Source: an optimization exercise on an open RTL-to-GDS flow (aim: small area, a short achievable clock period and few clock cycles per item). Production flows keep margins and buffers that such runs may drop.
RTL that was checked went through simulation tests only; none was proved equivalent to the original.
Power is estimated from default activity; no workload was simulated.

Setup of run A:
==> module execution_unit_top, before the edit <==
module execution_unit_top (
    input        clk,
    input        rst,
    input        start,
    input  [3:0] opcode,
    input  [7:0] A,
    input  [7:0] B,
    output     [15:0] result,
    output reg        busy,
    output reg        done
);
    reg [15:0] R;        
    reg        addm;     
    reg        dsh;      
    reg        dq;       
    reg        dqn;      
    reg  [7:0] X;        
    reg        sgn;      
    reg        isdiv;    
    reg  [2:0] cnt;      
    reg        bone;     
    reg        btwo;     
    reg        bneg;     
    function [9:0] cneg(input [9:0] x, input s);
        integer i;
        reg     nz;
        begin
            nz = 1'b0;
            for (i = 0; i < 10; i = i + 1) begin
                cneg[i] = x[i] ^ (s & nz);
                nz      = nz | x[i];
            end
        end
    endfunction
    function [2:0] booth(input q1, input q0, input qm);
        begin
            booth[2] = q0 ^ qm;
            booth[1] = (q1 & ~q0 & ~qm) | (~q1 & q0 & qm);
            booth[0] = q1 & ~(q0 & qm);
        end
    endfunction
    wire [7:0] bx   = B ^ {8{opcode[0]}};
    wire [4:0] slo  = {1'b0, A[3:0]} + {1'b0, bx[3:0]} + {4'd0, opcode[0]};
    wire [3:0] shi0 = A[7:4] + bx[7:4];
    wire [3:0] shi1 = A[7:4] + bx[7:4] + 4'd1;
    reg [15:0] alu;
    always @(*) begin
        case (opcode[2:0])
            3'd0, 3'd1: alu = {3'b000, slo[4], shi1, shi0, slo[3:0]};
            3'd2:       alu = {8'h00, A & B};
            3'd3:       alu = {8'h00, A | B};
            3'd4:       alu = {8'h00, A ^ B};
            3'd5:       alu = {8'h00, ~A};
            default:    alu = 16'h0000;
        endcase
    end
    wire [15:0] mul0 = {8'h00, B};
    wire [7:0] ma  = cneg({2'b00, A}, A[7]);
    wire [7:0] mb  = cneg({2'b00, B}, B[7]);
    wire       bz  = (B == 8'h00);
    wire       b1  = (B == 8'h01) | (B == 8'hFF);
    wire       b2  = (B == 8'h02) | (B == 8'hFE);
    wire       q7  = bz | (b1 & ma[7]);
    wire       q6  = bz | (b1 & ma[6]) | (b2 & ma[7]);
    wire [1:0] r6  = b1 ? 2'b00 : b2 ? {1'b0, ma[6]} : ma[7:6];
    wire [15:0] div0 = {6'd0, r6, ma[5:0], q7, q6};
    wire       dshort = {1'b0, ma} < {mb, 1'b0};
    wire       dq1    = ma >= mb;
    wire       rneg = R[15];
    wire       xs   = X[7] & ~isdiv;
    wire [9:0] pp   = (btwo ? {X[7], X, 1'b0} : bone ? {xs, xs, X} : 10'd0)
                      ^ {10{bneg}};
    wire [9:0] op1  = isdiv ? {rneg, R[15:8], R[7]}
                            : {{2{rneg}}, R[15:8]};
    wire [9:0] s    = op1 + pp + {9'd0, bneg};
    wire        qb  = ~s[7] | ~|X;
    wire [7:0]  quo = cneg({2'b00, R[6:0], qb}, sgn);
    wire        last = isdiv ? (cnt == 3'd5) : (cnt == 3'd3);
    always @(posedge clk) begin
        addm <= ~busy & ~opcode[3] & ~opcode[2] & ~opcode[1];
        dsh  <= ~busy & opcode[3] & opcode[0] & dshort;
        dq   <= dq1;
        dqn  <= dq1 & (A[7] ^ B[7]);
        if (busy) begin
            cnt <= cnt + 3'd1;
            if (!isdiv) begin
                R                  <= {s, R[7:2]};
                {bone, btwo, bneg} <= booth(R[3], R[2], R[1]);
            end else begin
                R                  <= last ? {8'h00, quo}
                                           : {s[7:0], R[6:0], qb};
                {bone, btwo, bneg} <= {2'b10, qb};
            end
        end else begin
            cnt   <= 3'd0;
            isdiv <= opcode[0];
            sgn   <= A[7] ^ B[7];
            {bone, btwo, bneg} <= opcode[0] ? 3'b101 : booth(B[1], B[0], 1'b0);
            X     <= opcode[0] ? mb : A;
            if (!opcode[3]) begin
                R <= alu;
            end else if (!opcode[0]) begin
                R <= mul0;
            end else begin
                R <= div0;
            end
        end
    end
    always @(posedge clk) begin
        if (rst) begin
            busy <= 1'b0;
            done <= 1'b0;
        end else if (busy) begin
            busy <= ~last;
            done <= last;
        end else begin
            busy <= start & opcode[3] & ~(opcode[0] & dshort);
            done <= start & (~opcode[3] | (opcode[0] & dshort));
        end
    end
    wire hsel = addm & R[12];
    assign result = {R[15:8] & {8{~(addm | dsh)}},
                     dsh ? {4{dqn}} : hsel ? R[11:8] : R[7:4],
                     dsh ? {dqn, dqn, dqn, dq} : R[3:0]};
endmodule
==> flow/config.mk <==
export PLATFORM = sky130hd
export DESIGN_NAME = execution_unit_top
export DESIGN_NICKNAME = execution_unit_top
export VERILOG_FILES = /design/flow/design.v
export SDC_FILE = /design/flow/constraint.sdc
export NUM_CORES = 4
export LEC_CHECK = 0
export ABC_AREA = 1
export CAP_MARGIN = 20
export CORE_MARGIN = 2
export CORE_UTILIZATION = 40
export SETUP_SLACK_MARGIN = 3.0
export SLEW_MARGIN = 20
==> flow/constraint.sdc <==
create_clock -name core_clock -period 6.0 [get_ports {clk}]
set_input_delay 1.2000 -clock core_clock [delete_from_list [all_inputs] [get_ports {clk}]]
set_output_delay 1.2000 -clock core_clock [all_outputs]
set_load 0.01 [all_outputs]
standard.sh (not shown) runs the stock make flow with config.mk's settings and CLKGATE_MAP_FILE= SYNTH_SCRIPT=/design/flow/synth_recipe.tcl, a recipe that flattens the netlist after the stock synthesis.
==> flow/flow/run.sh <==
#!/bin/bash
# Layout flow: the standard ORFS flow (standard.sh), with two changes:
#  - no full/half-adder cell extraction in synthesis (ADDER_MAP_FILE empty),
#    so abc maps the adders together with the rest of the logic;
#  - the port buffers that global placement inserts are buf_2 cells.
# Each tool's output is in orfs/logs/ and the make output in flow_make.log.
set -euo pipefail
bash standard.sh finish ADDER_MAP_FILE= \
    "BUFFER_PORTS_ARGS=-buffer_cell sky130_fd_sc_hd__buf_2" \
    > flow_make.log 2>&1
Run A: flow completed, timing, DRC and antenna clean
Modified inputs, run B compared to run A
--- a/flow/design.v
+++ b/flow/design.v
@@ -10,11 +10,8 @@
     output reg        done
 );
     reg [15:0] R;        
     reg        addm;     
-    reg        dsh;      
-    reg        dq;       
-    reg        dqn;      
     reg  [7:0] X;        
     reg        sgn;      
     reg        isdiv;    
     reg  [2:0] cnt;      
@@ -53,9 +50,11 @@
             3'd5:       alu = {8'h00, ~A};
             default:    alu = 16'h0000;
         endcase
     end
-    wire [15:0] mul0 = {8'h00, B};
+    wire [9:0]  mv   = B[0] ? {{2{A[7]}}, A} : B[1] ? {A[7], A, 1'b0} : 10'd0;
+    wire [9:0]  mp   = cneg(mv, B[1]);
+    wire [15:0] mul0 = {mp, B[7:2]};
     wire [7:0] ma  = cneg({2'b00, A}, A[7]);
     wire [7:0] mb  = cneg({2'b00, B}, B[7]);
     wire       bz  = (B == 8'h00);
     wire       b1  = (B == 8'h01) | (B == 8'hFF);
@@ -65,8 +64,9 @@
     wire [1:0] r6  = b1 ? 2'b00 : b2 ? {1'b0, ma[6]} : ma[7:6];
     wire [15:0] div0 = {6'd0, r6, ma[5:0], q7, q6};
     wire       dshort = {1'b0, ma} < {mb, 1'b0};
     wire       dq1    = ma >= mb;
+    wire [7:0] dquo   = {{7{dq1 & (A[7] ^ B[7])}}, dq1};
     wire       rneg = R[15];
     wire       xs   = X[7] & ~isdiv;
     wire [9:0] pp   = (btwo ? {X[7], X, 1'b0} : bone ? {xs, xs, X} : 10'd0)
                       ^ {10{bneg}};
@@ -74,14 +74,11 @@
                             : {{2{rneg}}, R[15:8]};
     wire [9:0] s    = op1 + pp + {9'd0, bneg};
     wire        qb  = ~s[7] | ~|X;
     wire [7:0]  quo = cneg({2'b00, R[6:0], qb}, sgn);
-    wire        last = isdiv ? (cnt == 3'd5) : (cnt == 3'd3);
+    wire        last = isdiv ? (cnt == 3'd5) : (cnt == 3'd2);
     always @(posedge clk) begin
         addm <= ~busy & ~opcode[3] & ~opcode[2] & ~opcode[1];
-        dsh  <= ~busy & opcode[3] & opcode[0] & dshort;
-        dq   <= dq1;
-        dqn  <= dq1 & (A[7] ^ B[7]);
         if (busy) begin
             cnt <= cnt + 3'd1;
             if (!isdiv) begin
                 R                  <= {s, R[7:2]};
@@ -93,17 +90,19 @@
             end
         end else begin
             cnt   <= 3'd0;
             isdiv <= opcode[0];
-            sgn   <= A[7] ^ B[7];
-            {bone, btwo, bneg} <= opcode[0] ? 3'b101 : booth(B[1], B[0], 1'b0);
-            X     <= opcode[0] ? mb : A;
             if (!opcode[3]) begin
                 R <= alu;
             end else if (!opcode[0]) begin
-                R <= mul0;
+                R                  <= mul0;
+                X                  <= A;
+                {bone, btwo, bneg} <= booth(B[3], B[2], B[1]);
             end else begin
-                R <= div0;
+                R                  <= dshort ? {8'h00, dquo} : div0;
+                X                  <= mb;
+                sgn                <= A[7] ^ B[7];
+                {bone, btwo, bneg} <= 3'b101;
             end
         end
     end
     always @(posedge clk) begin
@@ -118,8 +117,8 @@
             done <= start & (~opcode[3] | (opcode[0] & dshort));
         end
     end
     wire hsel = addm & R[12];
-    assign result = {R[15:8] & {8{~(addm | dsh)}},
-                     dsh ? {4{dqn}} : hsel ? R[11:8] : R[7:4],
-                     dsh ? {dqn, dqn, dqn, dq} : R[3:0]};
+    assign result = {R[15:8] & {8{~addm}},
+                     hsel ? R[11:8] : R[7:4],
+                     R[3:0]};
 endmodule
[summary]
- On count of clock-buffer cells in the layout, the higher figure sits with run A, not run B.
- On clock edge transition at the registers on the reported setup and hold paths, run A and run B are neck and neck.
- In run B, flip-flop and latch count is lower than in run A.
- Diff run A -> run B | total power | up by a few percent
- Compared with run A, in run B aggregate routed wire length saw an increase; design area picked up an extra 18%.
- Higher largest fanout of any net on the critical path among run A and run B: run B
- [compare] base=run A new=run B: multi-input logic portion of the cell area flat, flip-flop and latch share of the layout cell area decreased 3.6 points, area after synthesis increased by about 11% relative to the old numbers, fmax grew by 3.7 MHz.
- The transition time at the pin with the least slew margin number comes out higher for run B vs run A.
- When run B is measured against run A, its met2 layer wire length in the routed design turns out about 9% higher.
Testbench counts of run B, summed over its fixed seeds: cycles 3,869, ops 2,400.
Only the layout flow was run in run A; the RTL was not checked for function there.

-- port drivers added, routing unchanged --
Ports are ideal in the flow. The routed layouts listed here were re-timed in OpenROAD.
Step 1 assumes that a clkbuf_16 drives the clock port and a buf_2 every other input.
Step 2 times the ports against the registers' clock, not the clock port: input delays grow and output delays shrink by t, the midpoint of the rising clock arrivals with the driver on.
a / b / c = no drivers / after step 1 / after step 2; a / b = the first two.
run | t (ns) | setup WS [ns] | latest minus earliest clock arrival (ns) | worst register clock-pin slew, ns | pins driven straight from the clock port
run A | 0.317 | 2.933 / 2.946 / 2.630 | 0.012 / 0.013 | 0.08 / 0.08 | 1
run B | 0.325 | 2.967 / 2.942 / 2.618 | 0.019 / 0.019 | 0.09 / 0.09 | 1
After both steps setup and hold are still met in every run listed. The setup slack of run B, which loses most, moves by -0.025 ns with the drivers and by -0.349 ns with both steps.
